Context: an optimization exercise on an open-source flow, tuned for small area and few clock cycles per item. The choices shown serve that exercise and are no tape-out recipe. The RTL was checked by simulation tests, not by an equivalence proof against the original design. The clock port is modelled as an ideal driver; clocking choices that lean on that would not hold on a real chip. Power and IR drop assume default switching activity.

[flow/standard.sh]
#!/bin/bash
# synth_recipe.tcl (not shown) runs the flow's synth.tcl, then flattens the netlist and writes it again
# the make line also repeats each setting of config.mk as NAME=value (left out here)
make -C /OpenROAD-flow-scripts/flow DESIGN_CONFIG=/design/flow/config.mk WORK_HOME=/design/flow/orfs CLKGATE_MAP_FILE= SYNTH_SCRIPT=/design/flow/synth_recipe.tcl "${@:-finish}"
[flow/constraint.sdc]
create_clock -name core_clock -period 4.0 [get_ports {S_AXI_ACLK}]
set_input_delay 0.8000 -clock core_clock [delete_from_list [all_inputs] [get_ports {S_AXI_ACLK}]]
set_output_delay 0.8000 -clock core_clock [all_outputs]
set_load 0.01 [all_outputs]
[flow/design.v]
`default_nettype	none
module	axi_addr(i_last_addr, i_size, i_fixed, i_wrap, i_wlen, o_next_addr);
	input	wire	[11:0]	i_last_addr;
	input	wire	[1:0]	i_size;
	input	wire		i_fixed, i_wrap;
	input	wire	[2:0]	i_wlen;
	output	reg	[11:0]	o_next_addr;
	reg	[11:0]	incr, wrap_mask;
	always @(*)
	begin
		incr = i_last_addr;
		case(i_size)
		2'b00: incr = i_last_addr + 12'h1;
		2'b01: incr = { i_last_addr[11:1] + 11'h1, 1'b0 };
		default: incr = { i_last_addr[11:2] + 10'h1, 2'b00 };
		endcase
		case(i_size)
		2'b00: wrap_mask = { 8'h0, i_wlen, 1'b1 };
		2'b01: wrap_mask = { 7'h0, i_wlen, 2'b11 };
		default: wrap_mask = { 6'h0, i_wlen, 3'b111 };
		endcase
		if (i_fixed)
			o_next_addr = i_last_addr;
		else if (i_wrap)
			o_next_addr = (i_last_addr & ~wrap_mask)
					| (incr & wrap_mask);
		else
			o_next_addr = incr;
	end
endmodule
`default_nettype	none
module demofull #(
	parameter integer C_S_AXI_ID_WIDTH	= 12,
	parameter integer C_S_AXI_DATA_WIDTH	= 32,
	parameter integer C_S_AXI_ADDR_WIDTH	= 32,
	localparam	AW = C_S_AXI_ADDR_WIDTH,
	localparam	DW = C_S_AXI_DATA_WIDTH,
	localparam	IW = C_S_AXI_ID_WIDTH,
	localparam	LSB = $clog2(C_S_AXI_DATA_WIDTH)-3,
	parameter [0:0]	OPT_NARROW_BURST = 1
	) (
		output	reg					o_we,
		output	reg	[C_S_AXI_ADDR_WIDTH-LSB-1:0]	o_waddr,
		output	reg	[C_S_AXI_DATA_WIDTH-1:0]	o_wdata,
		output	reg	[C_S_AXI_DATA_WIDTH/8-1:0]	o_wstrb,
		output	reg					o_rd,
		output	reg	[C_S_AXI_ADDR_WIDTH-LSB-1:0]	o_raddr,
		input	wire	[C_S_AXI_DATA_WIDTH-1:0]	i_rdata,
		input wire  S_AXI_ACLK,
		input wire  S_AXI_ARESETN,
		input wire [C_S_AXI_ID_WIDTH-1 : 0] S_AXI_AWID,
		input wire [C_S_AXI_ADDR_WIDTH-1 : 0] S_AXI_AWADDR,
		input wire [7 : 0] S_AXI_AWLEN,
		input wire [2 : 0] S_AXI_AWSIZE,
		input wire [1 : 0] S_AXI_AWBURST,
		input wire  S_AXI_AWLOCK,
		input wire [3 : 0] S_AXI_AWCACHE,
		input wire [2 : 0] S_AXI_AWPROT,
		input wire [3 : 0] S_AXI_AWQOS,
		input wire  S_AXI_AWVALID,
		output wire  S_AXI_AWREADY,
		input wire [C_S_AXI_DATA_WIDTH-1 : 0] S_AXI_WDATA,
		input wire [(C_S_AXI_DATA_WIDTH/8)-1 : 0] S_AXI_WSTRB,
		input wire  S_AXI_WLAST,
		input wire  S_AXI_WVALID,
		output wire  S_AXI_WREADY,
		output wire [C_S_AXI_ID_WIDTH-1 : 0] S_AXI_BID,
		output wire [1 : 0] S_AXI_BRESP,
		output wire  S_AXI_BVALID,
		input wire  S_AXI_BREADY,
		input wire [C_S_AXI_ID_WIDTH-1 : 0] S_AXI_ARID,
		input wire [C_S_AXI_ADDR_WIDTH-1 : 0] S_AXI_ARADDR,
		input wire [7 : 0] S_AXI_ARLEN,
		input wire [2 : 0] S_AXI_ARSIZE,
		input wire [1 : 0] S_AXI_ARBURST,
		input wire  S_AXI_ARLOCK,
		input wire [3 : 0] S_AXI_ARCACHE,
		input wire [2 : 0] S_AXI_ARPROT,
		input wire [3 : 0] S_AXI_ARQOS,
		input wire  S_AXI_ARVALID,
		output wire  S_AXI_ARREADY,
		output wire [C_S_AXI_ID_WIDTH-1 : 0] S_AXI_RID,
		output wire [C_S_AXI_DATA_WIDTH-1 : 0] S_AXI_RDATA,
		output wire [1 : 0] S_AXI_RRESP,
		output wire  S_AXI_RLAST,
		output wire  S_AXI_RVALID,
		input wire  S_AXI_RREADY
	);
	reg			wfirst;
	reg	[11:0]		wa;
	wire	[11:0]		wcur, wnext;
	reg			axi_bvalid;
	reg	[IW-1:0]	axi_bid;
	wire			wstall, wready, whs;
	assign	wstall = axi_bvalid && !S_AXI_BREADY;
	assign	wready = S_AXI_AWVALID && !wstall;
	assign	whs    = S_AXI_WVALID && wready;
	assign	wcur   = wfirst ? S_AXI_AWADDR[11:0] : wa;
	axi_addr get_next_wr_addr(wcur, S_AXI_AWSIZE[1:0],
			(S_AXI_AWBURST == 2'b00), S_AXI_AWBURST[1],
			S_AXI_AWLEN[3:1], wnext);
	always @(posedge S_AXI_ACLK)
	if (whs)
		wa <= wnext;
	always @(posedge S_AXI_ACLK)
	if (!S_AXI_ARESETN)
		wfirst <= 1'b1;
	else if (whs)
		wfirst <= S_AXI_WLAST;
	always @(posedge S_AXI_ACLK)
	if (!S_AXI_ARESETN)
		axi_bvalid <= 1'b0;
	else if (whs && S_AXI_WLAST)
		axi_bvalid <= 1'b1;
	else if (S_AXI_BREADY)
		axi_bvalid <= 1'b0;
	always @(posedge S_AXI_ACLK)
	if (whs && S_AXI_WLAST)
		axi_bid <= S_AXI_AWID;
	always @(*)
	begin
		o_we    = whs;
		o_waddr = { S_AXI_AWADDR[AW-1:12], wcur[11:LSB] };
		o_wdata = S_AXI_WDATA;
		o_wstrb = S_AXI_WSTRB;
	end
	assign	S_AXI_AWREADY = whs && S_AXI_WLAST;
	assign	S_AXI_WREADY  = wready;
	assign	S_AXI_BVALID  = axi_bvalid;
	assign	S_AXI_BID     = axi_bid;
	assign	S_AXI_BRESP   = 2'b00;
	reg	[AW-1:0]	raddr;
	reg	[7:0]		rcnt;
	reg	[1:0]		rsize;
	reg			rfixed, rwrap;
	reg	[2:0]		rwlen;
	reg			rpend;
	reg	[IW-1:0]	axi_rid;
	reg			axi_rvalid, axi_rlast;
	wire			ractive, rstall, rfree, rload, arhs;
	wire	[11:0]		rnext;
	assign	ractive = (rcnt != 0);
	assign	rstall  = axi_rvalid && !S_AXI_RREADY;
	assign	rfree   = ractive ? ((rcnt == 1) && !rstall) : !rpend;
	assign	rload   = S_AXI_ARVALID && rfree;
	assign	arhs    = rpend && !rstall;
	axi_addr get_next_rd_addr(raddr[11:0], rsize, rfixed, rwrap, rwlen,
			rnext);
	always @(*)
	begin
		o_rd    = (rpend || ractive) && !rstall;
		o_raddr = raddr[AW-1:LSB];
	end
	always @(posedge S_AXI_ACLK)
	if (rload)
	begin
		raddr   <= S_AXI_ARADDR;
		rsize   <= S_AXI_ARSIZE[1:0];
		rfixed  <= (S_AXI_ARBURST == 2'b00);
		rwrap   <= S_AXI_ARBURST[1];
		rwlen   <= S_AXI_ARLEN[3:1];
	end else if (o_rd)
		raddr[11:0] <= rnext;
	always @(posedge S_AXI_ACLK)
	if (!S_AXI_ARESETN)
		rpend <= 1'b0;
	else if (rload)
		rpend <= 1'b1;
	else if (arhs)
		rpend <= 1'b0;
	always @(posedge S_AXI_ACLK)
	if (arhs)
		axi_rid <= S_AXI_ARID;
	always @(posedge S_AXI_ACLK)
	if (!S_AXI_ARESETN)
		rcnt <= 0;
	else if (arhs)
		rcnt <= S_AXI_ARLEN;
	else if (o_rd)
		rcnt <= rcnt - 1;
	always @(posedge S_AXI_ACLK)
	if (!S_AXI_ARESETN)
		axi_rvalid <= 1'b0;
	else if (o_rd)
		axi_rvalid <= 1'b1;
	else if (S_AXI_RREADY)
		axi_rvalid <= 1'b0;
	always @(posedge S_AXI_ACLK)
	if (o_rd)
		axi_rlast <= ractive ? (rcnt == 1) : (S_AXI_ARLEN == 0);
	assign	S_AXI_ARREADY = arhs;
	assign	S_AXI_RVALID  = axi_rvalid;
	assign	S_AXI_RID     = axi_rid;
	assign	S_AXI_RDATA   = i_rdata;
	assign	S_AXI_RRESP   = 2'b00;
	assign	S_AXI_RLAST   = axi_rlast;
	/*verilator lint_off UNUSED*/
	wire	[23:0]	unused;
	assign	unused = { S_AXI_AWLOCK, S_AXI_AWCACHE, S_AXI_AWPROT,
			S_AXI_AWQOS,
		S_AXI_ARLOCK, S_AXI_ARCACHE, S_AXI_ARPROT, S_AXI_ARQOS };
	/*verilator lint_on UNUSED*/
endmodule
`default_nettype wire
[flow/flow/run.sh]
#!/bin/bash
# Layout: the standard flow (standard.sh), with the smallest buffer cell
# (buf_1) as the port buffer of every input and output port, in place of the
# cell buffer_ports picks by itself.
set -euo pipefail
export BUFFER_PORTS_ARGS="-buffer_cell sky130_fd_sc_hd__buf_1"
bash standard.sh > standard.log 2>&1
[flow/config.mk]
export PLATFORM = sky130hd
export DESIGN_NAME = demofull
export DESIGN_NICKNAME = demofull
export VERILOG_FILES = /design/flow/design.v
export SDC_FILE = /design/flow/constraint.sdc
export NUM_CORES = 4
export LEC_CHECK = 0
export CAP_MARGIN = 20
export CORE_MARGIN = 2
export CORE_UTILIZATION = 40
export CTS_BUF_LIST = sky130_fd_sc_hd__clkbuf_8
export SLEW_MARGIN = 20
==> results.json, run 1 <==
{
  "ys_warn_count": 2,
  "min_period_ns": 2.72,
  "rr_worst_depth": 8,
  "cts_sinks": 88,
  "synth_compound_area_share_pct": 10.6,
  "synth_flop_cell": "edfxtp_1",
  "cts_setup_buffers": 0,
  "num_vias": 3557,
  "worst_pin_slew_ns": 0.804,
  "die_w_um": 116,
  "core_area_um2": 12100,
  "row_count": 40,
  "timing.rr.start": "wfirst$_SDFFE_PN1P_",
  "routed_wl_mm": 13.0,
  "syn_avg_cell_area_um2": 11.0,
  "grt_max_degree": 46,
  "r2r_slack_ns": 1.51,
  "crit_fanout": 13,
  "vdd_ir_drop_max_uv": 199,
  "wl_per_cell_um": 18.7,
  "synthAdderAreaFrac_pct": 2.25,
  "min_path_cells": 2,
  "cts_resized": 0,
  "synth_simple_gate_area_share_pct": 11.9,
  "htree_levels": 3,
  "syn_inst": 454,
  "antennaDiodeCount": 0,
  "post-route-drc-count": 0,
  "place.gp.congestion": 0.872,
  "synth_top_family_by_area": "buffers and inverters",
  "hold_violations": 0,
  "synth_top_area_share_pct": 45.7,
  "holdBufCountCts": 0,
  "grt_pass1_vias": 3419,
  "fp.dieH_um": 116,
  "finalPower_w": 0.00318,
  "min_to": "axi_bvalid$_SDFFE_PN0P_",
  "min_from": "axi_bvalid$_SDFFE_PN0P_",
  "io-pin-count": 378,
  "maxCapViolations": 0,
  "end_kind": "output pin",
  "synth_area_leader_cell": "edfxtp_1",
  "finClkSkew_ns": 0.0160,
  "cts_buffer_depth": 2,
  "clk_latency_ns": 0.39,
  "grtUsageTotal_pct": 19.1,
  "grt_antenna_before_repair": 0,
  "status": "complete, no violations",
  "pre_cts_ws_ns": 1.23,
  "r2r_end": "wa[8]$_DFFE_PP_",
  "synthXorXnorAreaFrac_pct": 2.98,
  "setup_violations": 0,
  "synth_seq_area_share_pct": 50.5,
  "cts_made_buffers": 9,
  "drive_gt1_share_pct": 6.97,
  "fin_crit_sh_pct": 68.1,
  "startpoint_type": "input pin",
  "avgViaCountPerCell": 5.09,
  "grt-ovfl-total": 0,
  "initial_core_util_pct": 41.2,
  "place_hpwl_mm": 10.1,
  "power-per-cell-area_nw_per_um2": 608,
  "fin_util_pct": 43.2,
  "synth.area.top_cells": "edfxtp_1, buf_4, dfxtp_1",
  "crit_type": "input pin to output pin",
  "final_antenna_net_count": 0,
  "worst_ep_arrival_time_ns": 1.92,
  "setup-tns-final_ns": 0,
  "syn_to_final_growth_pct": 4.78,
  "hold_path_class": "flip-flop to flip-flop",
  "yosys-mux-area-fraction_pct": 3.76,
  "drt_iter0_markers": 278,
  "post_synth_instance_area_um2": 4990,
  "ys_seq_elements": 88,
  "grt_pass1_wl_mm": 18.9,
  "finalMaxSlewViolations": 0,
  "portBuffers": 166,
  "ys_types": 57,
  "synth_edf_count": 76,
  "worst_slack_ns": 1.28,
  "rsz0062_at_grt": "false",
  "ctsRootBufferMaster": "clkbuf_8",
  "cp.required_ns": 3.20,
  "timing.slew.headroom_pct": 45.9,
  "design.die.area_um2": 13400,
  "cts_tree": "done",
  "async_flop_share_pct": 0,
  "dr.pass1.iters": 4,
  "layout.nets": 749,
  "clock.fmax_ghz": 0.367,
  "p_leak_nw": 1.74,
  "cts.clk_slew.worst_paths_ns": 0.10
}
routing by layer:
metal	global-route usage, %	share of wire (%)
met3	14.9	16
met4	5.16	1.1
met2	29.1	45
met5	2.59	0.38
met1	20.7	37
kinds of logic after synthesis:
| logic type | Yosys count |
|---|---|
| xor+xnor | 17 |
| mux | 17 |
| flops | 88 |
| other cells | 1 |
| compound gates | 82 |
| buf+inv | 129 |
| simple gates | 111 |
| fa+ha+maj | 9 |
cells in the mapped netlist, types with 2 or more instances:
cell type  instances
a31oi_1            3
a32o_1             3
and3_1             5
mux2_2            10
ha_1               9
o211ai_1           3
a221oi_1           2
a211oi_1           5
nor2_1            17
o311ai_0           2
a32oi_1            4
nor3b_1            3
o21a_1             3
nor2b_1            7
clkbuf_1           2
nand2_1           34
o21ai_0           19
nand3b_1           2
nand3_1            6
inv_1             15
nor3_1            11
buf_4            104
xor2_1             5
nor4_1             2
o21ai_1            5
mux2i_1            6
nand4_1            8
buf_2              4
dfxtp_1           12
a21oi_1           18
o31ai_1            6
xnor2_1           12
nand2b_1           8
edfxtp_1          76
worst max path at each step:
stage,startpoint,to,slack [ns],cells after the start
2_1_floorplan,S_AXI_BREADY,S_AXI_AWREADY,1.29,4
3_3_place_gp,S_AXI_BREADY,S_AXI_AWREADY,1.26,6
3_5_place_dp,S_AXI_BREADY,S_AXI_AWREADY,1.23,6
4_1_cts,S_AXI_BREADY,S_AXI_AWREADY,1.24,6
5_1_grt,S_AXI_BREADY,S_AXI_AWREADY,1.13,6
6_report,S_AXI_BREADY,S_AXI_AWREADY,1.28,6
area by class of cell:
cell class / count / area, µm²
clock buffer: 9 / 124
fill: 1199 / 6880
timing repair buffer: 169 / 646
clock inverter: 7 / 71.3
tap: 168 / 210
multi-input combinational: 240 / 1590
inverter: 18 / 72.6
sequential: 88 / 2520
critical path, cell delays in order:
cell      delay, ns
buf_1          0.06
nand2b_1       0.12
and3_1         0.18
nand2_1        0.11
inv_1          0.44
buf_1          0.21
per-stage QoR:
step	cells	cell area, µm²	hold WS (ns)
after floorplan	457	5010	0.490
after global placement	683	5040	0.503
after detailed placement	683	5040	0.515
after CTS	699	5230	0.538
after global routing	699	5230	0.547
final	699	5230	0.533
flip-flops by register name, summed over array words and instances, names as in the netlist, named ones only:
register and cells:
axi_rlast 1, rpend 1, rwlen 3, rwrap 1
axi_rvalid 1, axi_bid 12, rsize 2, rcnt 8
raddr 27, axi_rid 12, wa 12, axi_bvalid 1
rfixed 1, wfirst 1
report_power, final:
| part | switching [W] | total (W) | internal (W) | leakage (nW) |
|---|---|---|---|---|
| sequential | 0.000169 | 0.00145 | 0.00128 | 0.805 |
| clock | 0.000377 | 0.000621 | 0.000244 | 0.0995 |
| combinational | 0.000686 | 0.00111 | 0.000427 | 0.839 |
| total | 0.00123 | 0.00318 | 0.00195 | 1.74 |
cells in the final DEF, fill, tap and decap left out, types with 6 or more instances in the layout:
master    count
mux2_2       10
o31ai_1       6
nor3_1       11
nand2b_1      8
nand3_1       6
edfxtp_1     76
nand4_1       8
buf_1       166
inv_1        15
mux2i_1       6
nor2b_1       7
xnor2_1      12
a21oi_1      18
nand2_1      34
dfxtp_1      12
ha_1          9
o21ai_0      19
clkbuf_8      9
nor2_1       17
Testbench counts, summed over its fixed seeds: cycles 15,969, beats 22,951.
==> run 2, diff against run 1 <==
--- a/flow/config.mk
+++ b/flow/config.mk
@@ -8,5 +8,5 @@
 export CAP_MARGIN = 20
 export CORE_MARGIN = 2
 export CORE_UTILIZATION = 40
-export CTS_BUF_LIST = sky130_fd_sc_hd__clkbuf_8
+export CTS_BUF_LIST = sky130_fd_sc_hd__clkbuf_2 sky130_fd_sc_hd__clkbuf_4 sky130_fd_sc_hd__clkbuf_8
 export SLEW_MARGIN = 20
==> run 2 against run 1 <==
Against the previous run:
- clock skew is the same
- design area is the same
- critical path depth is the same
- still clean on timing, DRC and antenna
- non-clock buffer count is the same
- clock power is essentially flat
- sequential cell count is the same
- routed wire length is the same
- critical endpoint unchanged
- first-iteration DRC count is the same
- register-to-register slack is essentially flat
- setup slack is the same
==> results.json, run 2 <==
{
  "cts_buffer_depth": 2,
  "rr_worst_depth": 8,
  "async_flop_share_pct": 0,
  "nFillCells": 1199,
  "min_from": "axi_bvalid$_SDFFE_PN0P_",
  "fin_crit_sh_pct": 68.1,
  "r2r_end": "wa[8]$_DFFE_PP_",
  "initial_core_util_pct": 41.2,
  "drive_gt1_share_pct": 6.97,
  "rsz0062_at_grt": "false",
  "dp_cells": 683,
  "finClkSkew_ns": 0.0160,
  "finalMaxSlewViolations": 0,
  "post-route-drc-count": 0,
  "end_kind": "output pin",
  "layout.nets": 749,
  "finalNonFillerCells": 699,
  "cts_sinks": 88,
  "row_count": 40,
  "portBuffers": 166,
  "worst_ep_arrival_time_ns": 1.92,
  "clk_latency_ns": 0.39,
  "worst_pin_slew_ns": 0.804,
  "status": "complete, no violations",
  "grt_antenna_before_repair": 0,
  "mostFrequentLayoutCells": "buf_1, edfxtp_1, nand2_1, o21ai_0, a21oi_1",
  "internal_power_w": 0.00195,
  "synthXorXnorAreaFrac_pct": 2.98,
  "largest_register_ffs": 27,
  "place_hpwl_mm": 10.1,
  "mostFrequentLayoutCell": "buf_1",
  "synth.area.top_cells": "edfxtp_1, buf_4, dfxtp_1",
  "dr.pass1.iters": 4,
  "synth_top_family_by_area": "buffers and inverters",
  "syn_inst": 454,
  "synth_simple_gate_area_share_pct": 11.9,
  "yosys-mux-area-fraction_pct": 3.76,
  "crit_type": "input pin to output pin",
  "p_sw_w": 0.00123,
  "place.gp.congestion": 0.872,
  "p_comb_share_pct": 35.0,
  "cts_setup_buffers": 0,
  "clockPowerShare_pct": 19.5,
  "io-pin-count": 378,
  "min_path_cells": 2,
  "crit_fanout": 13,
  "htree_levels": 3,
  "ctsRootBufferMaster": "clkbuf_8",
  "core_area_um2": 12100,
  "startpoint_type": "input pin",
  "ys_warn_count": 2,
  "switching_share_pct": 38.7,
  "wl_per_cell_um": 18.7,
  "ys_types": 57,
  "p_leak_nw": 1.74,
  "power-per-cell-area_nw_per_um2": 608,
  "grt_max_degree": 46,
  "clock.fmax_ghz": 0.367,
  "grt-ovfl-total": 0,
  "hold_violations": 0,
  "r2r_slack_ns": 1.51,
  "synth_seq_area_share_pct": 50.5,
  "cts_made_buffers": 9,
  "grtUsageTotal_pct": 19.1,
  "synth_compound_area_share_pct": 10.6,
  "synth_area_leader_cell": "edfxtp_1",
  "synth.most_common_cell": "buf_4",
  "syn_avg_cell_area_um2": 11.0,
  "cp.required_ns": 3.20,
  "syn_to_final_growth_pct": 4.78,
  "final_antenna_net_count": 0,
  "synth_flop_cell": "edfxtp_1",
  "holdBufCountCts": 0,
  "hold_path_class": "flip-flop to flip-flop",
  "design.die.area_um2": 13400,
  "synth_top_area_share_pct": 45.7,
  "synth_edf_count": 76,
  "grt_pass1_vias": 3419,
  "antennaDiodeCount": 0,
  "timing.slew.headroom_pct": 45.9,
  "yosys-top-cells-count": "buf_4, edfxtp_1, nand2_1",
  "num_vias": 3557,
  "setup_violations": 0,
  "cts_resized": 0,
  "die_w_um": 116,
  "vdd_ir_drop_max_uv": 199,
  "grt_pass1_wl_mm": 18.9,
  "setup-tns-final_ns": 0,
  "drt_iter0_markers": 278,
  "fp.dieH_um": 116,
  "timing.rr.start": "wfirst$_SDFFE_PN1P_",
  "avgViaCountPerCell": 5.09,
  "seq_power_share_pct": 45.5,
  "regMostFlops": "raddr",
  "maxCapViolations": 0,
  "cts_tree": "done",
  "min_to": "axi_bvalid$_SDFFE_PN0P_",
  "min_period_ns": 2.72,
  "synthAdderAreaFrac_pct": 2.25,
  "cts.clk_slew.worst_paths_ns": 0.10,
  "routed_wl_mm": 13.0,
  "ys_seq_elements": 88,
  "post_synth_instance_area_um2": 4990
}
==> run 2: cell counts after synthesis <==
No cell type changed its count.
==> run 2: worst max-delay path by stage <==
stage	slack [ns]	cells after the start	start	to
floorplan	1.29	4	S_AXI_BREADY	S_AXI_AWREADY
global placement	1.26	6	S_AXI_BREADY	S_AXI_AWREADY
detailed placement	1.23	6	S_AXI_BREADY	S_AXI_AWREADY
CTS	1.24	6	S_AXI_BREADY	S_AXI_AWREADY
global route	1.13	6	S_AXI_BREADY	S_AXI_AWREADY
finish	1.28	6	S_AXI_BREADY	S_AXI_AWREADY
==> run 2: critical path, stage by stage <==
cell	delay [ns]
buf_1	0.06
nand2b_1	0.12
and3_1	0.18
nand2_1	0.11
inv_1	0.44
buf_1	0.21
==> run 2: layout make-up <==
class / count / area (µm²) / share of cell area (%)
inverter: 18 / 72.6 / 1.39
clock buffer: 9 / 124 / 2.37
clock inverter: 7 / 71.3 / 1.36
sequential: 88 / 2520 / 48.2
timing repair buffer: 169 / 646 / 12.3
tap: 168 / 210 / 4.02
multi-input combinational: 240 / 1590 / 30.3
==> run 2: per-layer routing <==
layer	track usage, %	vias to the layer above	share of wire, %
met3	14.9	25	16
met4	5.16	2	1.1
met1	20.7	1630	37
met5	2.59	-	0.38
li1	-	1675	-
met2	29.1	225	45
==> run 2: logic make-up after synthesis <==
family | count (synthesis)
other | 1
DFF | 88
adders and majority gates | 9
xor gates and xnor gates | 17
and+or+nand+nor | 111
muxes | 17
AOI/OAI and AO/OA | 82
buffers and inverters | 129
==> run 2: power by group through the flow <==
stage                     Combinational (W)  Clock (W)  Sequential, W
final                               0.00111   0.000621        0.00145
after global routing                0.00126   0.000680        0.00148
after CTS                           0.00112   0.000649        0.00144
after detailed placement            0.00112          0        0.00146
after global placement              0.00109          0        0.00146
after floorplan                    0.000961          0        0.00145
==> run 2: through the flow <==
stage                     total power, W  hold WS (ns)  cell area [µm²]  utilization, %  worst slack, ns
after floorplan                  0.00241         0.490             5010               -             1.29
after global placement           0.00255         0.503             5040            41.6             1.26
after detailed placement         0.00258         0.515             5040            41.6             1.23
after CTS                        0.00321         0.538             5230            43.2             1.24
after global routing             0.00342         0.547             5230            43.2             1.13
final                            0.00318         0.533             5230            43.2             1.28
==> run 3, diff against run 2 <==
--- a/flow/design.v
+++ b/flow/design.v
@@ -5,28 +5,37 @@
 	input	wire		i_fixed, i_wrap;
 	input	wire	[2:0]	i_wlen;
 	output	reg	[11:0]	o_next_addr;
-	reg	[11:0]	incr, wrap_mask;
+	reg	[11:0]	m;
+	reg	[12:0]	c;
+	integer		k;
 	always @(*)
 	begin
-		incr = i_last_addr;
 		case(i_size)
-		2'b00: incr = i_last_addr + 12'h1;
-		2'b01: incr = { i_last_addr[11:1] + 11'h1, 1'b0 };
-		default: incr = { i_last_addr[11:2] + 10'h1, 2'b00 };
+		2'b00: m[5:0] = { 2'b00, i_wlen, 1'b1 };
+		2'b01: m[5:0] = { 1'b0, i_wlen, 2'b11 };
+		default: m[5:0] = { i_wlen, 3'b111 };
 		endcase
-		case(i_size)
-		2'b00: wrap_mask = { 8'h0, i_wlen, 1'b1 };
-		2'b01: wrap_mask = { 7'h0, i_wlen, 2'b11 };
-		default: wrap_mask = { 6'h0, i_wlen, 3'b111 };
-		endcase
+		m[11:6] = 6'h0;
+		if (!i_wrap)
+			m = 12'hfff;
 		if (i_fixed)
-			o_next_addr = i_last_addr;
-		else if (i_wrap)
-			o_next_addr = (i_last_addr & ~wrap_mask)
-					| (incr & wrap_mask);
-		else
-			o_next_addr = incr;
+			m = 12'h0;
+		c[0] = (i_size == 2'b00);
+		c[1] = (i_size == 2'b01) || (c[0] && i_last_addr[0]);
+		c[2] = (i_size[1]) || (c[1] && i_last_addr[1]);
+		for(k=2; k<12; k=k+1)
+			c[k+1] = c[k] && i_last_addr[k];
+		for(k=0; k<12; k=k+1)
+			o_next_addr[k] = i_last_addr[k] ^ (m[k] && c[k]);
+		if (!i_fixed && i_size != 2'b00)
+			o_next_addr[0] = 1'b0;
+		if (!i_fixed && i_size[1])
+			o_next_addr[1] = 1'b0;
 	end
+	/*verilator lint_off UNUSED*/
+	wire	unused;
+	assign	unused = c[12];
+	/*verilator lint_on UNUSED*/
 endmodule
 `default_nettype	none
 module demofull #(
@@ -132,11 +141,10 @@
 	reg	[AW-1:0]	raddr;
 	reg	[7:0]		rcnt;
 	reg	[1:0]		rsize;
-	reg			rfixed, rwrap;
 	reg	[2:0]		rwlen;
 	reg			rpend;
 	reg	[IW-1:0]	axi_rid;
-	reg			axi_rvalid, axi_rlast;
+	reg			axi_rvalid;
 	wire			ractive, rstall, rfree, rload, arhs;
 	wire	[11:0]		rnext;
 	assign	ractive = (rcnt != 0);
@@ -144,8 +152,8 @@
 	assign	rfree   = ractive ? ((rcnt == 1) && !rstall) : !rpend;
 	assign	rload   = S_AXI_ARVALID && rfree;
 	assign	arhs    = rpend && !rstall;
-	axi_addr get_next_rd_addr(raddr[11:0], rsize, rfixed, rwrap, rwlen,
-			rnext);
+	axi_addr get_next_rd_addr(raddr[11:0], rsize, (rsize == 2'b11),
+			!(rwlen == 3'b010), rwlen, rnext);
 	always @(*)
 	begin
 		o_rd    = (rpend || ractive) && !rstall;
@@ -155,10 +163,8 @@
 	if (rload)
 	begin
 		raddr   <= S_AXI_ARADDR;
-		rsize   <= S_AXI_ARSIZE[1:0];
-		rfixed  <= (S_AXI_ARBURST == 2'b00);
-		rwrap   <= S_AXI_ARBURST[1];
-		rwlen   <= S_AXI_ARLEN[3:1];
+		rsize   <= (S_AXI_ARBURST == 2'b00) ? 2'b11 : S_AXI_ARSIZE[1:0];
+		rwlen   <= S_AXI_ARBURST[1] ? S_AXI_ARLEN[3:1] : 3'b010;
 	end else if (o_rd)
 		raddr[11:0] <= rnext;
 	always @(posedge S_AXI_ACLK)
@@ -185,15 +191,12 @@
 		axi_rvalid <= 1'b1;
 	else if (S_AXI_RREADY)
 		axi_rvalid <= 1'b0;
-	always @(posedge S_AXI_ACLK)
-	if (o_rd)
-		axi_rlast <= ractive ? (rcnt == 1) : (S_AXI_ARLEN == 0);
 	assign	S_AXI_ARREADY = arhs;
 	assign	S_AXI_RVALID  = axi_rvalid;
 	assign	S_AXI_RID     = axi_rid;
 	assign	S_AXI_RDATA   = i_rdata;
 	assign	S_AXI_RRESP   = 2'b00;
-	assign	S_AXI_RLAST   = axi_rlast;
+	assign	S_AXI_RLAST   = !ractive;
 	/*verilator lint_off UNUSED*/
 	wire	[23:0]	unused;
 	assign	unused = { S_AXI_AWLOCK, S_AXI_AWCACHE, S_AXI_AWPROT,
==> flow/flow/run.sh (replaced) <==
#!/bin/bash
# Layout: the standard flow (standard.sh), with the smallest buffer cell
# (buf_1) as the port buffer of every input and output port, in place of the
# cell buffer_ports picks by itself, and a clock tree of clkbuf_8 buffers
# without dummy loads.
set -euo pipefail
export BUFFER_PORTS_ARGS="-buffer_cell sky130_fd_sc_hd__buf_1"
export CTS_ARGS="-sink_clustering_enable -repair_clock_nets -buf_list sky130_fd_sc_hd__clkbuf_16 -sink_clustering_size 30 -sink_clustering_max_diameter 200 -dont_use_dummy_load"
bash standard.sh > standard.log 2>&1
--- a/flow/config.mk
+++ b/flow/config.mk
@@ -8,5 +8,5 @@
 export CAP_MARGIN = 20
 export CORE_MARGIN = 2
 export CORE_UTILIZATION = 40
-export CTS_BUF_LIST = sky130_fd_sc_hd__clkbuf_2 sky130_fd_sc_hd__clkbuf_4 sky130_fd_sc_hd__clkbuf_8
+export CTS_BUF_LIST = sky130_fd_sc_hd__clkbuf_8
 export SLEW_MARGIN = 20
==> run 3 against run 2 <==
Against the previous run:
- still clean on timing, DRC and antenna
- setup slack got worse by 0.17 ns
- count of clock-buffer cells in the layout is the same
- sequential cell count is 3 lower
- register-to-register slack barely moved
- routed wire length fell by 18%
- design area decreased by 4.7%
- die area down 4.9%
- synthesized cell count is 4.6% lower
- total power decreased by 5.8%
- largest cell class unchanged
==> results.json, run 3 <==
{
  "fin_crit_sh_pct": 72.3,
  "initial_core_util_pct": 41.3,
  "finClkSkew_ns": 0.0188,
  "final_antenna_net_count": 0,
  "drt_iter0_markers": 215,
  "ctsRootBufferMaster": "clkbuf_16",
  "path_delay_family": "buffers and inverters",
  "routed_wl_mm": 10.7,
  "clockPowerShare_pct": 23.3,
  "ys_warn_count": 2,
  "rsz0062_at_grt": "false",
  "cts_buffer_depth": 2,
  "finalMaxSlewViolations": 0,
  "cts_tree": "done",
  "layout.nets": 726,
  "mostFrequentLayoutCells": "buf_1, edfxtp_1, nand2_1, inv_1, nor2_1",
  "timing.slew.headroom_pct": 45.6,
  "htree_levels": 3,
  "cp_cell_sequence": "buf_1 -> nand2b_1 -> and3_1 -> buf_4 -> nand2_1 -> inv_1 -> buf_1",
  "grt_max_degree": 48,
  "crit_fanout": 15,
  "place.gp.congestion": 0.782,
  "post-route-drc-count": 0,
  "switching_share_pct": 34.0,
  "p_sw_w": 0.00102,
  "synth_area_leader_cell": "edfxtp_1",
  "p_leak_nw": 1.73,
  "core_area_um2": 11500,
  "holdBufCountCts": 0,
  "p_comb_share_pct": 30.5,
  "setup-tns-final_ns": 0,
  "die_w_um": 113,
  "synth_edf_count": 73,
  "portBuffers": 166,
  "place_hpwl_mm": 8.19,
  "synth.area.top_cells": "edfxtp_1, buf_4, dfxtp_1",
  "cts_sinks": 85,
  "grtUsageTotal_pct": 16.4,
  "num_vias": 3292,
  "grt_pass1_vias": 3247,
  "row_count": 39,
  "clock.fmax_ghz": 0.346,
  "post_synth_instance_area_um2": 4740,
  "clk_latency_ns": 0.34,
  "yosys-top-cells-count": "buf_4, edfxtp_1, nand2_1",
  "syn_avg_cell_area_um2": 10.9,
  "worst_path_max_delay_cell": "inv_1",
  "cts_setup_buffers": 0,
  "setup_violations": 0,
  "io-pin-count": 378,
  "internal_power_w": 0.00198,
  "grt_antenna_before_repair": 0,
  "cts.clk_slew.worst_paths_ns": 0.05,
  "ys_seq_elements": 85,
  "syn_to_final_growth_pct": 5.20,
  "end_kind": "output pin",
  "grt-ovfl-total": 0,
  "power-per-cell-area_nw_per_um2": 601,
  "fin_util_pct": 43.5,
  "worst_pin_slew_ns": 0.815,
  "syn_inst": 433,
  "min_period_ns": 2.89,
  "hold_path_class": "flip-flop to flip-flop",
  "grt_pass1_wl_mm": 16.3,
  "wl_per_cell_um": 16.5,
  "synth_top_area_share_pct": 46.3,
  "regMostFlops": "raddr",
  "worst_ep_arrival_time_ns": 2.09,
  "hold_violations": 0,
  "ys_types": 59,
  "vdd_ir_drop_max_uv": 344,
  "cp.required_ns": 3.20,
  "status": "complete, no violations",
  "avgViaCountPerCell": 5.10,
  "startpoint_type": "input pin",
  "fp.dieH_um": 113,
  "synth.most_common_cell": "buf_4",
  "dr.pass1.iters": 6,
  "synth_flop_cell": "edfxtp_1",
  "seq_power_share_pct": 46.1,
  "mostFrequentLayoutCell": "buf_1",
  "critPathMostFrequentCell": "buf_1",
  "cp_num_buf_inv": 4,
  "antennaDiodeCount": 0,
  "async_flop_share_pct": 0,
  "cpPeakStageDelay_ns": 0.38,
  "synth_seq_area_share_pct": 51.3,
  "largest_register_ffs": 32,
  "crit_type": "input pin to output pin",
  "drive_gt1_share_pct": 5.37,
  "design.die.area_um2": 12700,
  "cts_made_buffers": 9,
  "maxCapViolations": 0,
  "cts_resized": 0
}
## run 3: layer usage
metal	GRT usage, %	wire length (µm)	share of wire, %	vias to the layer above
met5	3.14	57	0.54	-
met1	19.7	4370	41	1497
met2	22.6	4410	41	209
met3	10.6	1600	15	32
met4	7.24	216	2.0	2
li1	-	-	-	1552
## run 3: kinds of logic (layout without fill, tap and decap cells)
logic type      after synthesis  count (layout)  share of synthesized area, %
fa+ha+maj                     7               7                          1.85
other cells                   1               4                        0.0791
simple gates                109             109                          11.9
mux                          12              12                          2.64
buf+inv                     133             200                          18.8
compound gates               65              65                          9.45
xor+xnor                     21              21                          3.88
flops                        85              85                          51.3
## run 3: metrics by stage
| step | setup slack [ns] | std cells | total power, W | hold WS [ns] | area, µm² |
|---|---|---|---|---|---|
| floorplan | 1.29 | 436 | 0.00218 | 0.467 | 4750 |
| global placement | 1.12 | 637 | 0.00230 | 0.483 | 4760 |
| detailed placement | 1.08 | 637 | 0.00232 | 0.490 | 4760 |
| CTS | 1.07 | 646 | 0.00303 | 0.499 | 4990 |
| global route | 0.930 | 646 | 0.00320 | 0.526 | 4990 |
| finish | 1.11 | 646 | 0.00300 | 0.496 | 4990 |
## run 3: path summary, 6_finish.rpt
check | start | to | cells after the start | slack [ns]
worst max-delay path | S_AXI_BREADY | S_AXI_AWREADY | 7 | 1.11
worst min-delay path | rcnt[6]$_SDFFE_PN0P_ | rcnt[6]$_SDFFE_PN0P_ | 2 | 0.50
worst max register to register | rcnt[0]$_SDFFE_PN0P_ | raddr[4]$_DFFE_PP_ | 7 | 1.52
worst min register to register | rcnt[6]$_SDFFE_PN0P_ | rcnt[6]$_SDFFE_PN0P_ | 2 | 0.50
## run 3: cell type report
class                           count  area (µm²)
Timing Repair Buffer              168         638
Fill cell                        1145        6480
Tap cell                          143         179
Sequential cell                    85        2430
Clock buffer                        9         225
Multi-Input combinational cell    218        1430
Inverter                           23        86.3
## run 3: power groups by stage
stage / Sequential (W) / Clock [W] / Combinational [W]
final: 0.00138 / 0.000699 / 0.000915
after global routing: 0.00141 / 0.000758 / 0.00103
after CTS: 0.00138 / 0.000724 / 0.000925
after detailed placement: 0.00140 / 0 / 0.000919
after global placement: 0.00139 / 0 / 0.000906
after floorplan: 0.00139 / 0 / 0.000789
## run 3: worst min-delay path, cell delays in order, from the launching register on
cell and delay (ns):
dfxtp_1 0.33, nand2_1 0.07, a21oi_1 0.05
Testbench counts of run 3, summed over its fixed seeds: cycles 15,969, beats 22,951.
==> run 4, diff against run 3 <==
==> flow/flow/run.sh (replaced) <==
#!/bin/bash
# Layout: the standard flow (standard.sh), with the smallest buffer cell
# (buf_1) as the port buffer of every input and output port, in place of the
# cell buffer_ports picks by itself, and a clock tree of clkbuf_8 buffers
# without dummy loads.
set -euo pipefail
export BUFFER_PORTS_ARGS="-buffer_cell sky130_fd_sc_hd__buf_1"
export CTS_ARGS="-repair_clock_nets -buf_list sky130_fd_sc_hd__clkbuf_8 -dont_use_dummy_load"
bash standard.sh > standard.log 2>&1
==> run 4 against run 3 <==
Against the previous run:
- hold slack gained 0.0026 ns
- highest routed layer unchanged
- first-iteration DRC count shrank 2.3%
- synthesized cell count is the same
- global-route usage is the same
- still clean
- combinational power is essentially flat
==> results.json, run 4 <==
{
  "layout.nets": 726,
  "synth.most_common_cell": "buf_4",
  "avgViaCountPerCell": 5.10,
  "status": "complete, no violations",
  "dpl-instance-area_um2": 4760,
  "cts_setup_buffers": 0,
  "routed_wl_mm": 10.6,
  "mostFrequentLayoutCells": "buf_1, edfxtp_1, nand2_1, inv_1, nor2_1",
  "fin_crit_sh_pct": 72.5,
  "grt_pass1_wl_mm": 16.2,
  "cts_made_buffers": 9,
  "min_path_cells": 2,
  "cts_buffer_depth": 2,
  "initial_core_util_pct": 41.3,
  "largest_register_ffs": 32,
  "synth_seq_area_share_pct": 51.3,
  "syn_avg_cell_area_um2": 10.9,
  "drive_gt1_share_pct": 5.37,
  "clk_latency_ns": 0.36,
  "dr.pass1.iters": 4,
  "worst_slack_ns": 1.10,
  "ctsRootBufferMaster": "clkbuf_8",
  "crit_fanout": 15,
  "p_comb_share_pct": 33.0,
  "num_vias": 3296,
  "nFillCells": 1154,
  "wl_per_cell_um": 16.4,
  "worst_pin_slew_ns": 0.813,
  "ys_seq_elements": 85,
  "drt-met1-wl_mm": 4.27,
  "io-pin-count": 378,
  "holdWs_ns": 0.499,
  "vdd_ir_drop_max_uv": 288,
  "core_area_um2": 11500,
  "async_flop_share_pct": 0,
  "crit_type": "input pin to output pin",
  "grt_antenna_before_repair": 0,
  "met3WireLength_mm": 1.61,
  "drt_iter0_markers": 210,
  "clockPowerShare_pct": 17.2,
  "maxUsedRoutingLayer": "met5",
  "syn_inst": 433,
  "p_sw_w": 0.000990,
  "syn_to_final_growth_pct": 3.06,
  "setup-tns-final_ns": 0,
  "synth_top_area_share_pct": 46.3,
  "grt_max_degree": 48,
  "startpoint_type": "input pin",
  "fin_area_um2": 4880,
  "mostFrequentLayoutCell": "buf_1",
  "finClkSkew_ns": 0.0282,
  "grt_pass1_vias": 3259,
  "finalMaxSlewViolations": 0,
  "seq_power_share_pct": 49.8,
  "ys_types": 59,
  "multi_input_area_um2": 1430,
  "row_count": 39,
  "dr_wl_met2_mm": 4.42,
  "cts.clk_slew.worst_paths_ns": 0.07,
  "synth_area_leader_cell": "edfxtp_1",
  "portBuffers": 166,
  "grt-ovfl-total": 0,
  "worst_ep_arrival_time_ns": 2.10,
  "antennaDiodeCount": 0,
  "pre_cts_ws_ns": 1.08,
  "cts_sinks": 85,
  "timing.slew.headroom_pct": 45.7,
  "setup_violations": 0,
  "ys_warn_count": 2,
  "power-per-cell-area_nw_per_um2": 567,
  "hold_violations": 0,
  "internal_power_w": 0.00178,
  "place_hpwl_mm": 8.19,
  "seqCellArea_um2": 2430,
  "cts_resized": 0,
  "die_w_um": 113,
  "fp.dieH_um": 113,
  "htree_levels": 3,
  "place.gp.congestion": 0.782,
  "end_kind": "output pin",
  "synth_flop_cell": "edfxtp_1",
  "cts_tree": "done",
  "holdBufCountCts": 0,
  "final_antenna_net_count": 0,
  "maxCapViolations": 0,
  "synth.area.top_cells": "edfxtp_1, buf_4, dfxtp_1",
  "grtUsageTotal_pct": 16.4,
  "rr_worst_depth": 7,
  "clock.fmax_ghz": 0.345,
  "min_period_ns": 2.90,
  "cp.required_ns": 3.20,
  "post_synth_instance_area_um2": 4740,
  "design.die.area_um2": 12700,
  "p_leak_nw": 1.68,
  "post-route-drc-count": 0,
  "switching_share_pct": 35.7,
  "regMostFlops": "raddr",
  "hold_path_class": "flip-flop to flip-flop",
  "rsz0062_at_grt": "false",
  "yosys-top-cells-count": "buf_4, edfxtp_1, nand2_1",
  "synth_edf_count": 73
}
-- run 4: power by group through the flow --
stage	combinational (W)	clock [W]	sequential, W
3_3_place_gp	0.000906	0	0.00139
3_5_place_dp	0.000919	0	0.00140
6_report	0.000915	0.000475	0.00138
5_1_grt	0.00103	0.000536	0.00141
4_1_cts	0.000925	0.000500	0.00138
2_1_floorplan	0.000789	0	0.00139
-- run 4: metrics by stage --
stage	total power [W]	cells	utilization, %
3_5_place_dp	0.00232	637	41.5
6_report	0.00277	646	42.6
2_1_floorplan	0.00218	436	-
5_1_grt	0.00297	646	42.6
3_3_place_gp	0.00230	637	41.5
4_1_cts	0.00281	646	42.6
-- run 4: worst max-delay path, cell delays in order --
cell and delay, ns:
buf_1 0.06, nand2b_1 0.13, and3_1 0.16, buf_4 0.23, nand2_1 0.13, inv_1 0.38, buf_1 0.20
-- run 4: layer usage --
metal / vias up / GRT usage (%)
met5: - / 3.14
met4: 2 / 7.72
met3: 31 / 10.4
met2: 204 / 22.6
met1: 1509 / 19.6
li1: 1550 / -
-- run 4: worst paths after layout --
check / slack (ns) / to / startpoint
worst max-delay path: 1.10 / S_AXI_AWREADY / S_AXI_BREADY
worst min-delay path: 0.50 / rcnt[6]$_SDFFE_PN0P_ / rcnt[6]$_SDFFE_PN0P_
worst max register to register: 1.53 / raddr[4]$_DFFE_PP_ / rcnt[0]$_SDFFE_PN0P_
worst min register to register: 0.50 / rcnt[6]$_SDFFE_PN0P_ / rcnt[6]$_SDFFE_PN0P_
-- run 4: area by class of cell --
type	count	area share, %
flip-flops and latches	85	49.8
multi-input cells	218	29.2
repair buffers	168	13.1
well taps	143	3.66
clock buffers	9	2.54
inverters	23	1.77
-- run 4: logic make-up after synthesis --
| group | count (synthesis) | share of synthesized area, % |
|---|---|---|
| buf+inv | 133 | 18.8 |
| simple gates | 109 | 11.9 |
| flops | 85 | 51.3 |
| compound gates | 65 | 9.45 |
| xor+xnor | 21 | 3.88 |
| mux | 12 | 2.64 |
| fa+ha+maj | 7 | 1.85 |
| other cells | 1 | 0.0791 |
==> run 5, diff against run 4 <==
--- a/flow/flow/run.sh
+++ b/flow/flow/run.sh
@@ -5,5 +5,5 @@
 # without dummy loads.
 set -euo pipefail
 export BUFFER_PORTS_ARGS="-buffer_cell sky130_fd_sc_hd__buf_1"
-export CTS_ARGS="-repair_clock_nets -buf_list sky130_fd_sc_hd__clkbuf_8 -dont_use_dummy_load"
+export CTS_ARGS="-sink_clustering_enable -repair_clock_nets -buf_list sky130_fd_sc_hd__clkbuf_8 -dont_use_dummy_load"
 bash standard.sh > standard.log 2>&1
==> run 5 against run 4 <==
Against the previous run:
- cell count stayed put
- core utilization unchanged
- design area unchanged
- clock skew stayed put
- critical path depth is the same
- clock power about the same
==> results.json, run 5 <==
{
  "avgViaCountPerCell": 5.10,
  "r2r_slack_ns": 1.53,
  "fp.dieH_um": 113,
  "maxUsedRoutingLayer": "met5",
  "regMostFlops": "raddr",
  "cts_buffer_depth": 2,
  "maxCapViolations": 0,
  "wl_per_cell_um": 16.4,
  "num_vias": 3296,
  "portBuffers": 166,
  "worst-path-stages": 7,
  "post-route-drc-count": 0,
  "grt_max_degree": 48,
  "cts_sinks": 85,
  "layout.nets": 726,
  "min_period_ns": 2.90,
  "yosys-top-cells-count": "buf_4, edfxtp_1, nand2_1",
  "multi_input_area_um2": 1430,
  "hold_path_class": "flip-flop to flip-flop",
  "ctsRootBufferMaster": "clkbuf_8",
  "crit_type": "input pin to output pin",
  "clock.fmax_ghz": 0.345,
  "synth_seq_area_share_pct": 51.3,
  "crit_fanout": 15,
  "cts_made_buffers": 9,
  "mostFrequentLayoutCells": "buf_1, edfxtp_1, nand2_1, inv_1, nor2_1",
  "hold_violations": 0,
  "post_synth_instance_area_um2": 4740,
  "drt_iter0_markers": 210,
  "holdBufCountCts": 0,
  "dr.pass1.iters": 4,
  "grtUsageTotal_pct": 16.4,
  "finalMaxSlewViolations": 0,
  "status": "complete, no violations",
  "cp_cell_sequence": "buf_1 -> nand2b_1 -> and3_1 -> buf_4 -> nand2_1 -> inv_1 -> buf_1",
  "die_w_um": 113,
  "row_count": 39,
  "worst_ep_arrival_time_ns": 2.10,
  "rsz0062_at_grt": "false",
  "ys_warn_count": 2,
  "fin_crit_sh_pct": 72.5,
  "mostFrequentLayoutCell": "buf_1",
  "synth_edf_count": 73,
  "cts_resized": 0,
  "async_flop_share_pct": 0,
  "timing.rr.start": "rcnt[0]$_SDFFE_PN0P_",
  "drive_gt1_share_pct": 5.37,
  "synth_flop_cell": "edfxtp_1",
  "grt_antenna_before_repair": 0,
  "initial_core_util_pct": 41.3,
  "ys_types": 59,
  "vdd_ir_drop_max_uv": 288,
  "syn_avg_cell_area_um2": 10.9,
  "drt-met1-wl_mm": 4.27,
  "path_delay_family": "buffers and inverters",
  "min_path_cells": 2,
  "core_area_um2": 11500,
  "place.gp.congestion": 0.782,
  "met3WireLength_mm": 1.61,
  "syn_inst": 433,
  "dr_wl_met2_mm": 4.42,
  "pre_cts_ws_ns": 1.08,
  "design.die.area_um2": 12700,
  "synth.most_common_cell": "buf_4",
  "cp.required_ns": 3.20,
  "min_from": "rcnt[6]$_SDFFE_PN0P_",
  "final_antenna_net_count": 0,
  "cts_tree": "done",
  "nFillCells": 1154,
  "setup-tns-final_ns": 0,
  "holdWs_ns": 0.499,
  "worst_path_max_delay_cell": "inv_1",
  "seqCellArea_um2": 2430,
  "setup_violations": 0,
  "grt-ovfl-total": 0,
  "cpPeakStageDelay_ns": 0.38,
  "htree_levels": 3,
  "cp_num_buf_inv": 4,
  "power-per-cell-area_nw_per_um2": 567,
  "synth.area.top_cells": "edfxtp_1, buf_4, dfxtp_1",
  "synth_area_leader_cell": "edfxtp_1",
  "startpoint_type": "input pin",
  "critPathMostFrequentCell": "buf_1",
  "clk_latency_ns": 0.36,
  "syn_to_final_growth_pct": 3.06,
  "grt_pass1_vias": 3259,
  "cts.clk_slew.worst_paths_ns": 0.07,
  "timing.slew.headroom_pct": 45.7,
  "largest_register_ffs": 32,
  "routed_wl_mm": 10.6,
  "ys_seq_elements": 85,
  "antennaDiodeCount": 0,
  "end_kind": "output pin",
  "io-pin-count": 378,
  "rr_worst_depth": 7,
  "worst_slack_ns": 1.10,
  "finClkSkew_ns": 0.0282,
  "r2r_end": "raddr[4]$_DFFE_PP_",
  "p_leak_nw": 1.68,
  "worst_pin_slew_ns": 0.813,
  "synth_top_area_share_pct": 46.3,
  "place_hpwl_mm": 8.19,
  "min_to": "rcnt[6]$_SDFFE_PN0P_",
  "cts_setup_buffers": 0,
  "grt_pass1_wl_mm": 16.2
}
[run 5: worst reg2reg max path: cells and delay by family, from the launching register on]
kind	cells	cell delay, ns
buf+inv	2	0.74
flops	1	0.45
compound gates	2	0.37
simple gates	2	0.36
fa+ha+maj	1	0.29
[run 5: area by class of cell]
cell class	instances	area share, %
clock buffers	9	2.54
inverters	23	1.77
multi-input cells	218	29.2
flip-flops and latches	85	49.8
well taps	143	3.66
repair buffers	168	13.1
[run 5: report_power, final]
group	switching (W)	internal, W	total, W
Combinational	0.000570	0.000345	0.000915
Clock	0.000274	0.000202	0.000475
Sequential	0.000146	0.00123	0.00138
Total	0.000990	0.00178	0.00277
[run 5: logic make-up after synthesis]
kind of cell	synth area share [%]
AO/OA/AOI/OAI	9.45
XOR/XNOR	3.88
adder cells (fa/ha/maj)	1.85
buffers and inverters	18.8
flip-flops	51.3
multiplexers	2.64
other	0.0791
AND/OR/NAND/NOR	11.9
[run 5: metal layers]
metal | track usage [%] | vias to the layer above
met5 | 3.14 | -
met4 | 7.72 | 2
met3 | 10.4 | 31
met2 | 22.6 | 204
met1 | 19.6 | 1509
li1 | - | 1550
[run 5: per-stage QoR]
step	std cells	area, µm²	power (W)	utilization (%)
after floorplan	436	4750	0.00218	-
after global placement	637	4760	0.00230	41.5
after detailed placement	637	4760	0.00232	41.5
after CTS	646	4880	0.00281	42.6
after global routing	646	4880	0.00297	42.6
final	646	4880	0.00277	42.6
[run 5: worst max path at each step]
stage / slack [ns] / startpoint / endpoint
after CTS: 1.07 / S_AXI_BREADY / S_AXI_AWREADY
after global routing: 0.93 / S_AXI_BREADY / S_AXI_AWREADY
after floorplan: 1.29 / S_AXI_BREADY / S_AXI_AWREADY
after global placement: 1.12 / S_AXI_BREADY / S_AXI_AWREADY
after detailed placement: 1.08 / S_AXI_BREADY / S_AXI_AWREADY
final: 1.10 / S_AXI_BREADY / S_AXI_AWREADY
==> run 6, diff against run 5 <==
==> flow/flow/run.sh (replaced) <==
#!/bin/bash
# Layout: the standard flow (standard.sh), with the smallest buffer cell
# (buf_1) as the port buffer of every input and output port, in place of the
# cell buffer_ports picks by itself, a clock tree of clkbuf_8 buffers
# without dummy loads, and cells sized down where timing allows after CTS.
set -euo pipefail
export BUFFER_PORTS_ARGS="-buffer_cell sky130_fd_sc_hd__buf_1"
export CTS_ARGS="-sink_clustering_enable -repair_clock_nets -buf_list sky130_fd_sc_hd__clkbuf_8 -dont_use_dummy_load"
export POST_CTS_TCL="$PWD/flow/post_cts.tcl"
bash standard.sh > standard.log 2>&1
==> flow/flow/post_cts.tcl (new file) <==
# After clock tree synthesis: size cells down where the timing slack allows
# (OpenROAD's power recovery), then legalise the placement again.
estimate_parasitics -placement
repair_timing -recover_power 100 -verbose
detailed_placement
check_placement -verbose
==> run 6 against run 5 <==
Against the previous run:
- critical path type unchanged
- setup slack lost 0.51 ns
- routed wire length rose by 0.25%
- largest cell class unchanged
- hold slack about the same
- register-to-register slack worse by 0.24 ns
- synthesized area unchanged
- still clean
- via count increased by 0.36%
- critical path depth is the same
- die area is the same
- non-clock buffer count up 1
==> results.json, run 6 <==
{
  "fin_crit_sh_pct": 85.3,
  "initial_core_util_pct": 41.3,
  "grt_pass1_vias": 3264,
  "synth.most_common_cell": "buf_4",
  "min_from": "rcnt[6]$_SDFFE_PN0P_",
  "grt_max_degree": 48,
  "async_flop_share_pct": 0,
  "grtUsageTotal_pct": 16.4,
  "fin_area_um2": 4860,
  "ys_warn_count": 2,
  "timing.slew.headroom_pct": 35.7,
  "place_hpwl_mm": 8.19,
  "dp_cells": 637,
  "crit_type": "input pin to output pin",
  "core_area_um2": 11500,
  "largest_register_ffs": 32,
  "ys_types": 59,
  "grt-ovfl-total": 0,
  "power-per-cell-area_nw_per_um2": 567,
  "worst_pin_slew_ns": 0.957,
  "end_kind": "output pin",
  "rsz0062_at_grt": "false",
  "syn_inst": 433,
  "io-pin-count": 378,
  "pre_cts_ws_ns": 1.08,
  "grt_antenna_before_repair": 0,
  "worst_path_max_delay_cell": "clkbuf_1",
  "regMostFlops": "raddr",
  "hold_violations": 0,
  "finClkSkew_ns": 0.0284,
  "drive_gt1_share_pct": 3.37,
  "layout.nets": 727,
  "rr_worst_depth": 5,
  "maxCapViolations": 0,
  "synth.area.top_cells": "edfxtp_1, buf_4, dfxtp_1",
  "design.die.area_um2": 12700,
  "p_leak_nw": 1.68,
  "grt_pass1_wl_mm": 16.3,
  "clk_latency_ns": 0.36,
  "min_period_ns": 3.41,
  "synth_seq_area_share_pct": 51.3,
  "drt_iter0_markers": 205,
  "synth_flop_cell": "edfxtp_1",
  "num_vias": 3308,
  "post_synth_instance_area_um2": 4740,
  "ys_seq_elements": 85,
  "vdd_ir_drop_max_uv": 299,
  "r2r_slack_ns": 1.29,
  "final_antenna_net_count": 0,
  "cp_cell_sequence": "buf_1 -> nand2b_1 -> and3_1 -> clkbuf_1 -> nand2_1 -> inv_1 -> buf_1",
  "place.gp.congestion": 0.782,
  "timing.rr.start": "rcnt[0]$_SDFFE_PN0P_",
  "hold_path_class": "flip-flop to flip-flop",
  "cts_tree": "done",
  "synth_edf_count": 73,
  "finalMaxSlewViolations": 0,
  "mostFrequentLayoutCells": "buf_1, edfxtp_1, nand2_1, inv_1",
  "post-route-drc-count": 0,
  "r2r_end": "raddr[8]$_DFFE_PP_",
  "min_to": "rcnt[6]$_SDFFE_PN0P_",
  "cts.clk_slew.worst_paths_ns": 0.07,
  "setup_violations": 0,
  "finalNonFillerCells": 647,
  "cts_sinks": 85,
  "avgViaCountPerCell": 5.11,
  "crit_fanout": 15,
  "wl_per_cell_um": 16.4,
  "routed_wl_mm": 10.6,
  "portBuffers": 166,
  "min_path_cells": 2,
  "row_count": 39,
  "holdWs_ns": 0.498,
  "antennaDiodeCount": 0,
  "critPathMostFrequentCell": "buf_1",
  "cpPeakStageDelay_ns": 0.62,
  "cp.required_ns": 3.20,
  "dpl-instance-area_um2": 4760,
  "die_w_um": 113,
  "synth_area_leader_cell": "edfxtp_1",
  "yosys-top-cells-count": "buf_4, edfxtp_1, nand2_1",
  "startpoint_type": "input pin",
  "setup-tns-final_ns": 0,
  "status": "complete, no violations",
  "worst_ep_arrival_time_ns": 2.61,
  "syn_avg_cell_area_um2": 10.9,
  "fp.dieH_um": 113,
  "worst_slack_ns": 0.590,
  "dr.pass1.iters": 4,
  "synth_top_area_share_pct": 46.3,
  "syn_to_final_growth_pct": 2.59,
  "clock.fmax_ghz": 0.293,
  "mostFrequentLayoutCell": "buf_1"
}
run 6: cell types whose count changed in the layout (fill, tap and decap cells not counted), sizes merged:
cell	change
clkbuf	+3
buf	-2
run 6: worst max-delay path by stage:
stage | start | endpoint | slack (ns) | depth (start not counted)
after floorplan | S_AXI_BREADY | S_AXI_AWREADY | 1.29 | 4
after global placement | S_AXI_BREADY | S_AXI_AWREADY | 1.12 | 7
after detailed placement | S_AXI_BREADY | S_AXI_AWREADY | 1.08 | 7
after global routing | S_AXI_BREADY | S_AXI_AWREADY | 0.33 | 7
final | S_AXI_BREADY | S_AXI_AWREADY | 0.59 | 7
run 6: per-layer routing:
metal	up-vias	track usage, %	wire length, µm
met3	31	10.5	1680
met2	211	22.6	4450
met1	1514	19.6	4200
met5	-	3.14	57
li1	1550	-	-
met4	2	7.72	229
run 6: worst max-delay path: cells and delay by family:
family / cells / cell delay [ns]
buf+inv: 4 / 1.30
simple gates: 3 / 0.51
run 6: cell type report:
class	count	area, µm²
repair buffers	169	651
clock buffers	9	124
multi-input cells	218	1390
fillers	1162	6610
flip-flops and latches	85	2430
well taps	143	179
inverters	23	86.3
run 6: where the power goes:
part           internal (W)  leakage, nW  switching (W)
Sequential          0.00123        0.782       0.000146
Clock              0.000202       0.0647       0.000273
Combinational      0.000343        0.829       0.000560
run 6: stage by stage:
step | util [%] | power [W]
3_3_place_gp | 41.5 | 0.00230
5_1_grt | 42.4 | 0.00296
2_1_floorplan | - | 0.00218
6_report | 42.4 | 0.00276
3_5_place_dp | 41.5 | 0.00232
run 6: cell families after synthesis:
logic type	after synthesis	share of synthesized area, %
other cells	1	0.0791
mux	12	2.64
flops	85	51.3
fa+ha+maj	7	1.85
simple gates	109	11.9
compound gates	65	9.45
buf+inv	133	18.8
xor+xnor	21	3.88
==> run 7, diff against run 6 <==
==> flow/flow/run.sh (replaced) <==
#!/bin/bash
# Layout: the standard flow (standard.sh), with
# - synthesis by flow/synth.tcl: the standard flow's synthesis with an area-oriented ABC
#   script (flow/area.abc) for the logic between the registers;
# - the smallest buffer cell (buf_1) as the port buffer of every input and
#   output port, in place of the cell buffer_ports picks by itself;
# - a clock tree of clkbuf_8 buffers without dummy loads;
# - cells sized down where timing allows after CTS (flow/post_cts.tcl).
set -euo pipefail
export BUFFER_PORTS_ARGS="-buffer_cell sky130_fd_sc_hd__buf_1"
export CTS_ARGS="-sink_clustering_enable -repair_clock_nets -buf_list sky130_fd_sc_hd__clkbuf_8 -dont_use_dummy_load"
export POST_CTS_TCL="$PWD/flow/post_cts.tcl"
export AREA_ABC_SCRIPT="$PWD/flow/area.abc"
sed "s|SYNTH_SCRIPT=[^ ]*|SYNTH_SCRIPT=$PWD/flow/synth.tcl|" standard.sh > flow_standard.sh
grep -q "SYNTH_SCRIPT=$PWD/flow/synth.tcl" flow_standard.sh
bash flow_standard.sh > standard.log 2>&1
==> flow/flow/area.abc (new file) <==
strash
dc2
dch -f
amap -m -F 4 -A 8
topo
==> flow/flow/synth.tcl (new file) <==
# The standard flow's synthesis script (synth_recipe.tcl) with one change: Yosys's abc
# step, which maps the logic between the registers to library cells, runs
# flow/area.abc, an area-oriented ABC script, in place of ORFS's
# abc_speed.script.  Everything else (the registers, their names and cells)
# stays as the standard synthesis makes it.
proc synth {args} { yosys synth -nofsm -noshare {*}$args }
proc abc {args} {
  set i [lsearch -exact $args -script]
  if { $i >= 0 } {
    lset args [expr { $i + 1 }] $::env(AREA_ABC_SCRIPT)
  }
  yosys abc {*}$args
}
source $::env(SCRIPTS_DIR)/synth.tcl
# left out here: clear keep_hierarchy, flatten, clean up, hide names made inside functions, write 1_2_yosys.v
==> run 7 against run 6 <==
Against the previous run:
- clock skew down 0.010 ns
- routed wire length is 3.5% higher
- fmax rose by 3.7%
- critical path depth is 9 higher
- via count down 3.5%
- count of clock-buffer cells in the layout unchanged
- critical path type is now flip-flop to flip-flop
==> results.json, run 7 <==
{
  "mostFrequentLayoutCells": "buf_1, edfxtp_1, clkinv_1, nor2_1, nand2_1",
  "cts_tree": "done",
  "largest_register_ffs": 32,
  "grt_antenna_before_repair": 0,
  "io-pin-count": 378,
  "avgViaCountPerCell": 4.96,
  "drive_gt1_share_pct": 2.19,
  "fp.dieH_um": 110,
  "final_antenna_net_count": 0,
  "maxCapViolations": 0,
  "worst_pin_slew_ns": 1.05,
  "grtUsageTotal_pct": 17.6,
  "cts_sinks": 85,
  "row_count": 38,
  "mostFrequentLayoutCell": "buf_1",
  "antennaDiodeCount": 0,
  "min_from": "rcnt[3]$_SDFFE_PN0P_",
  "clk_latency_ns": 0.35,
  "crit_type": "flip-flop to flip-flop",
  "crit_fanout": 13,
  "dp_cells": 634,
  "finClkSkew_ns": 0.0180,
  "num_vias": 3191,
  "use_met2_pct": 27.8,
  "routed_wl_mm": 11.0,
  "status": "complete, no violations",
  "synth.area.top_cells": "edfxtp_1, buf_4, dfxtp_1",
  "dr.pass1.iters": 4,
  "synth.most_common_cell": "buf_4",
  "initial_core_util_pct": 41.1,
  "grt-busiest-layer": "met2",
  "rsz0062_at_grt": "false",
  "synth_area_leader_cell": "edfxtp_1",
  "syn_to_final_growth_pct": 4.38,
  "yosys-top-cells-count": "buf_4, edfxtp_1, clkinv_1",
  "min_period_ns": 3.29,
  "fin_crit_sh_pct": 82.2,
  "finalMaxSlewViolations": 0,
  "synth_top_area_share_pct": 49.2,
  "hold_violations": 0,
  "synth_seq_area_share_pct": 54.6,
  "crit_start": "wfirst$_SDFFE_PN1P_",
  "grt_pass1_wl_mm": 15.4,
  "setup-tns-final_ns": 0,
  "layout.nets": 726,
  "place.gp.congestion": 0.809,
  "grt_use_met1_pct": 18.7,
  "die_w_um": 110,
  "power-per-cell-area_nw_per_um2": 592,
  "vdd_ir_drop_max_uv": 251,
  "timing.rr.start": "wfirst$_SDFFE_PN1P_",
  "place_hpwl_mm": 8.82,
  "end_kind": "flip-flop",
  "setup_violations": 0,
  "post_synth_instance_area_um2": 4460,
  "ys_warn_count": 2,
  "global_route.usage.met3_pct": 10.7,
  "syn_inst": 421,
  "timing.slew.headroom_pct": 29.9,
  "ys_types": 35,
  "design.die.area_um2": 12000,
  "p_leak_nw": 1.50,
  "grt_pass1_vias": 2980,
  "core_area_um2": 10800,
  "cp.required_ns": 4.09,
  "cts.clk_slew.worst_paths_ns": 0.08,
  "drt_iter0_markers": 216,
  "async_flop_share_pct": 0,
  "synth_flop_cell": "edfxtp_1",
  "grt-ovfl-total": 0,
  "hold_path_class": "flip-flop to flip-flop",
  "synth_edf_count": 73,
  "worst_ep_arrival_time_ns": 3.37,
  "ys_seq_elements": 85,
  "post-route-drc-count": 0,
  "wl_per_cell_um": 17.1,
  "regMostFlops": "raddr",
  "clock.fmax_ghz": 0.304,
  "portBuffers": 166,
  "startpoint_type": "flip-flop",
  "finalNonFillerCells": 643,
  "syn_avg_cell_area_um2": 10.6,
  "grt_max_degree": 38
}
-- run 7: changes by cell type after synthesis, moves of 8 or more --
cell      change
nand2b_1      -9
clkinv_1     +37
a21oi_1      +10
nand3_1       -8
inv_1        -20
nor2_1       +17
mux2i_1       -8
xnor2_1      -12
nor3_1        +8
xor2_1        -9
-- run 7: report_power, final --
part	total, W	internal [W]	leakage (nW)	switching [W]
registers	0.00136	0.00125	0.782	0.000116
logic	0.000920	0.000320	0.650	0.000600
clock network	0.000469	0.000202	0.0647	0.000267
total	0.00275	0.00177	1.50	0.000983
-- run 7: cell families (layout without fill, tap and decap cells) --
family,count (synthesis),count (layout),synth area share [%]
flip-flops,85,85,54.6
AND/OR/NAND/NOR,96,96,9.49
adder cells (fa/ha/maj),7,7,1.97
other,1,4,0.0841
AO/OA/AOI/OAI,92,92,13.5
buffers and inverters,140,219,20.4
-- run 7: worst max-delay path, cell delays in order (launching register included) --
cell,delay (ns)
dfxtp_1,0.31
clkbuf_1,0.49
clkinv_1,0.56
o22ai_1,0.31
nand2_1,0.13
a21oi_1,0.17
nor2_1,0.09
nand2_1,0.10
nor2_1,0.05
nand3_1,0.12
nor2_1,0.08
nand2_1,0.12
nor2_1,0.08
nand2_1,0.15
nor2_1,0.09
nor2_1,0.14
a21oi_1,0.05
-- run 7: worst paths after layout --
check                         endpoint  slack (ns)  depth (start not counted)
hold / removal    rcnt[3]$_SDFFE_PN0P_        0.53                          2
setup reg to reg      wa[11]$_DFFE_PP_        0.71                         16
setup / recovery      wa[11]$_DFFE_PP_        0.71                         16
hold reg to reg   rcnt[3]$_SDFFE_PN0P_        0.53                          2
-- run 7: per-layer routing --
metal,up-vias,wire length (µm)
met5,-,106
met4,2,148
met3,21,1650
met2,208,5100
met1,1417,3970
li1,1543,-
-- run 7: stage by stage --
step,instance area [µm²],total power (W),util (%),setup WS (ns),hold slack (ns)
6_report,4650,0.00275,42.9,0.711,0.532
5_1_grt,4650,0.00296,42.9,0.372,0.559
3_5_place_dp,4550,0.00231,42.0,0.982,0.511
3_3_place_gp,4550,0.00228,42.0,1.09,0.490
2_1_floorplan,4470,0.00215,-,0.893,0.472
-- run 7: final cells by class --
| class | count | area [µm²] |
|---|---|---|
| Timing Repair Buffer | 172 | 651 |
| Clock buffer | 9 | 124 |
| Tap cell | 140 | 175 |
| Fill cell | 1088 | 6190 |
| Inverter | 38 | 143 |
| Sequential cell | 85 | 2430 |
| Multi-Input combinational cell | 199 | 1130 |

[static timing again, ports no longer ideal]
Ports are ideal in the flow. The routed layouts listed here were re-timed in OpenROAD.
Step 1, drivers: a clkbuf_16 drives S_AXI_ACLK and a buf_2 each remaining input, both assumed.
Step 2 times the ports against the registers' clock, not the clock port: input delays grow and output delays shrink by t, the midpoint of the rising clock arrivals with the driver on.
a / b / c = ideal / step 1 / step 2; a / b = the first two.
run	t (ns)	slack for setup (ns)	worst setup path after step 2
run 1	0.412	1.276 / 1.254 / 1.254	input to output
run 2	0.412	1.276 / 1.254 / 1.254	input to output
run 3	0.369	1.106 / 1.081 / 1.081	input to output
run 4	0.382	1.100 / 1.074 / 1.074	input to output
run 5	0.382	1.100 / 1.074 / 1.074	input to output
run 6	0.382	0.590 / 0.565 / 0.565	input to output
run 7	0.371	0.711 / 0.679 / 0.679	input to output
After both steps every run listed still meets setup and hold. For run 7, which loses most, drivers alone change the setup slack by -0.032 ns; drivers and shift together by -0.032 ns.
